This design comes from an exercise in tuning for small area and a short achievable clock period on the open sky130 flow, not from production work.
Where RTL was checked, it was by simulation tests only, not by an equivalence proof against the original.
No driver is modelled on the clock port, so clock power and skew are understated where the tree is cut down; a real chip needs a root buffer or a tree.

==> branch xenon <==
==> flow/design.v (excerpt) <==
module FFT64 #(
    parameter width = 16
) (
    input                           clk,
    input                           rst_n,
    input                           di_en,
    input       signed  [width-1:0] di_re,
    input       signed  [width-1:0] di_img,
    output reg                      do_en,
    output reg  signed  [width-1:0] do_re,
    output reg  signed  [width-1:0] do_img
);
export LEC_CHECK = 0
export CAP_MARGIN = 20
export CORE_MARGIN = 2
export CORE_UTILIZATION = 55
export SLEW_MARGIN = 20
export SYNTH_HIERARCHICAL = 1
export SYNTH_MINIMUM_KEEP_SIZE = 0
create_clock -name core_clock -period 11.0 [get_ports {clk}]
standard.sh (not shown) runs the stock make flow with config.mk's settings and CLKGATE_MAP_FILE= SYNTH_SCRIPT=/design/flow/synth_recipe.tcl, a recipe that flattens the netlist after the stock synthesis.
==> flow/flow/run.sh <==
#!/bin/bash
# Layout flow: the standard ORFS flow (standard.sh, unchanged synthesis)
# with these changes to how the layout is made:
#  - timing repair aims at 7.65 ns of setup slack (the clock stays 11 ns),
#  - the port buffers are plain buf_2 cells,
#  - the clock tree is the balanced three-level tree of flow/cts_tree.tcl
#    (hooked in by flow/cts_hook.tcl) instead of TritonCTS's.
# The whole output of the flow goes to standard.log in this folder.
bash standard.sh SETUP_SLACK_MARGIN=7.65 \
  "BUFFER_PORTS_ARGS=-buffer_cell sky130_fd_sc_hd__buf_2" \
  "PRE_CTS_TCL=$PWD/flow/cts_hook.tcl" \
  finish > standard.log 2>&1
==> flow/flow/cts_hook.tcl <==
# Sourced by ORFS's cts.tcl before clock tree synthesis (PRE_CTS_TCL).
# Replaces TritonCTS with the tree of cts_tree.tcl: the clock port drives
# 4 clkbuf_16 roots, each drives 8 clkbuf_16, each of those 8 leaf clkbuf_16
# buffers; the 256 leaves share the flip-flops equally (recursive median
# cuts of their placement). Every flip-flop sees three buffers. The rest of
# cts.tcl (legalisation, timing repair) runs as usual.
source [file join [file dirname [info script]] cts_tree.tcl]
rename clock_tree_synthesis tritoncts_clock_tree_synthesis
proc clock_tree_synthesis {args} {
  cts_build {4 8 8} sky130_fd_sc_hd__clkbuf_16
}
==> flow/flow/cts_tree.tcl <==

proc cts_split {pts n} {
  # split pts (list of {obj x y}) into n groups of (nearly) equal size by
  # recursive cuts along the wider dimension
  if {$n <= 1} { return [list $pts] }
  set xs [lmap p $pts {lindex $p 1}]
  set ys [lmap p $pts {lindex $p 2}]
  set dx [expr {[tcl::mathfunc::max {*}$xs] - [tcl::mathfunc::min {*}$xs]}]
  set dy [expr {[tcl::mathfunc::max {*}$ys] - [tcl::mathfunc::min {*}$ys]}]
  set k [expr {$dx >= $dy ? 1 : 2}]
  set s [lsort -integer -index $k $pts]
  set n1 [expr {$n / 2}]
  set n2 [expr {$n - $n1}]
  set h [expr {([llength $s] * $n1 + $n / 2) / $n}]
  set a [lrange $s 0 [expr {$h - 1}]]
  set b [lrange $s $h end]
  return [concat [cts_split $a $n1] [cts_split $b $n2]]
}

proc cts_centroid {pts} {
  set sx 0; set sy 0
  foreach p $pts { set sx [expr {$sx + [lindex $p 1]}]; set sy [expr {$sy + [lindex $p 2]}] }
  set n [llength $pts]
  return [list [expr {$sx / $n}] [expr {$sy / $n}]]
}

proc cts_build {fanouts bufname {leafbuf ""}} {
  set db [ord::get_db]
  set block [ord::get_db_block]
  set master [$db findMaster $bufname]
  if {$leafbuf eq ""} { set leafbuf $bufname }
  set leafmaster [$db findMaster $leafbuf]
  set clk [$block findNet clk]
  set sinks {}
  foreach it [$clk getITerms] {
    set inst [$it getInst]
    set bb [$inst getBBox]
    lappend sinks [list $it [expr {([$bb xMin] + [$bb xMax]) / 2}] [expr {([$bb yMin] + [$bb yMax]) / 2}]]
  }
  set nleaf 1
  foreach f $fanouts { set nleaf [expr {$nleaf * $f}] }
  # groups of sinks per leaf, in bisection order
  set groups [cts_split $sinks $nleaf]
  set level [llength $fanouts]
  set count 0
  # build from the leaves up: children = list of {iterm x y}
  set children {}
  foreach g $groups { lappend children $g }
  for {set l [expr {$level - 1}]} {$l >= 0} {incr l -1} {
    set next {}
    set idx 0
    foreach g $children {
      lassign [cts_centroid $g] cx cy
      set name "cts_L${l}_${idx}"
      set inst [odb::dbInst_create $block [expr {$l == $level - 1 ? $leafmaster : $master}] $name]
      $inst setLocation [expr {int($cx)}] [expr {int($cy)}]
      $inst setPlacementStatus PLACED
      set net [odb::dbNet_create $block "clknet_L${l}_${idx}"]
      $net setSigType CLOCK
      [$inst findITerm X] connect $net
      foreach p $g {
        set it [lindex $p 0]
        $it disconnect
        $it connect $net
      }
      lappend next [list [$inst findITerm A] $cx $cy]
      incr idx
      incr count
    }
    # group the new buffers for the level above
    if {$l > 0} {
      set f [lindex $fanouts $l]
      set ng [expr {[llength $next] / $f}]
      set children {}
      for {set i 0} {$i < [llength $next]} {incr i $f} {
        lappend children [lrange $next $i [expr {$i + $f - 1}]]
      }
    } else {
      foreach p $next { [lindex $p 0] connect $clk }
    }
  }
  puts "my_cts: built [llength $fanouts] levels, $count buffers, $nleaf leaves for [llength $sinks] sinks"
}
==> inputs of branch amber, as changes to branch xenon <==
--- a/flow/design.v
+++ b/flow/design.v
@@ -42,15 +42,15 @@
 reg  [15:0] l4_im [0:3];
 reg  [15:0] o4_re, o4_im;
 reg  [15:0] l5_re [0:1];
 reg  [15:0] l5_im [0:1];
 reg  [15:0] o5_re, o5_im;
 reg  [15:0] l6_re [0:0];
 reg  [15:0] l6_im [0:0];
-reg  [15:0] o6_re, o6_im;
+wire [15:0] o6_re, o6_im;
 reg  [15:0] ba_re [0:30];
 reg  [15:0] ba_im [0:30];
 reg  [15:0] bb_re [0:13];
 reg  [15:0] bb_im [0:13];
 reg  [15:0] bc_re [0:3];
 reg  [15:0] bc_im [0:3];
 reg        started, f1;
@@ -63,15 +63,15 @@
     end else begin
         started <= started | di_en;
         if (started) cnt <= cnt + 6'd1;
         if (started && cnt == 6'd63) f1 <= 1'b1;
     end
 end
 always @(posedge clk) begin
-    do_en <= rst_n & (do_en | (f1 && cnt == 6'd54));
+    do_en <= rst_n & (do_en | (f1 && cnt == 6'd53));
 end
 reg [15:0] in_re, in_img;
 always @(posedge clk) begin
     in_re  <= di_re;
     in_img <= di_img;
 end
 reg [5:0] c1, c2;
@@ -4102,21 +4102,21 @@
 wire g3067 = (bp2966[11] & l6_im[0][11]) | (~bp2966[11] & g3049);
 wire p3068 = ~bp2966[11] & p3050;
 wire g3069 = (bp2966[13] & l6_im[0][13]) | (~bp2966[13] & g3055);
 wire p3070 = ~bp2966[13] & p3056;
 wire [15:0] dif6_im = ~bp2966 ^ {g3047, g3069, g3055, g3067, g3049, g3065, g3053, g3063, g3043, g3061, g3051, g3059, g3035, g3057, g3019, 1'b1};
 always @(posedge clk) begin
     l6_re[0] <= p2_6 ? dif6_re : o5_re;
-    o6_re <= p2_6 ? sum6_re : l6_re[0];
     l6_im[0] <= p2_6 ? dif6_im : o5_im;
-    o6_im <= p2_6 ? sum6_im : l6_im[0];
 end
-wire [5:0] ua = cnx - 6'd5;
-wire [5:0] ub = cnx - 6'd36;
-wire [5:0] uc = cnx - 6'd50;
+assign o6_re = p2_6 ? sum6_re : l6_re[0];
+assign o6_im = p2_6 ? sum6_im : l6_im[0];
+wire [5:0] ua = cnx - 6'd4;
+wire [5:0] ub = cnx - 6'd35;
+wire [5:0] uc = cnx - 6'd49;
 reg sa, sb, sc;
 always @(posedge clk) begin
     sa <= ua[5] & ~ua[0];
     sb <= ub[4] & ~ub[1];
     sc <= uc[3] & ~uc[2];
 end
 wire [15:0] ra_re = sa ? o6_re : ba_re[30];
==> flow/flow/run.sh (replaced) <==
#!/bin/bash
bash standard.sh SETUP_SLACK_MARGIN=7.45 "BUFFER_PORTS_ARGS=-buffer_cell sky130_fd_sc_hd__buf_2" "CTS_ARGS=-sink_clustering_enable -repair_clock_nets -sink_clustering_size 16 -sink_clustering_max_diameter 70 -sink_clustering_buffer sky130_fd_sc_hd__clkbuf_8" finish > standard.log 2>&1
removed: flow/flow/cts_hook.tcl
removed: flow/flow/cts_tree.tcl
==> summary of the runs <==
In branch xenon the register-to-register slack is higher than in branch amber, by 0.06 ns.
Sequential share of layout area: branch xenon is lower than branch amber (1.5 points).
Between branch amber and branch xenon, the lower clock skew is in branch amber (gap 0.060 ns).
Maximum frequency: branch xenon is larger than branch amber (4.4%).
Between branch xenon and branch amber, the lower core utilization is in branch amber (gap 2.0 points).
In branch xenon the die area is larger than in branch amber, by about 0.38%.
Of branch xenon and branch amber, branch xenon has the higher final area (gap 3.5%, measured against branch amber).
No functional check of the RTL was part of branch xenon. The clock cells of branch xenon come from the design's own scripts or RTL, not from TritonCTS.

==> port drivers added, routing unchanged <==
In the flow no input, the clock included, has a driving cell. The finished layouts below were timed again as built, in two steps.
Step 1: set_driving_cell puts a clkbuf_16 on clk and a buf_2 on each other input, an assumption about the parent block.
Step 2 times the ports against the registers' clock, not the clock port: input delays grow and output delays shrink by t, the midpoint of the rising clock arrivals with the driver on.
a / b / c = no drivers / after step 1 / after step 2; a / b = the first two.
run | t, ns | setup slack, ns | hold WS [ns] | worst data-port slew with drivers (ns)
branch xenon | 0.856 | 7.551 / 7.449 / 7.551 | 0.264 / 0.264 / 0.264 | 0.12
branch amber | 0.986 | 7.398 / 7.299 / 7.489 | 0.277 / 0.277 / 0.277 | 0.16
After both steps setup and hold are still met in every run listed.
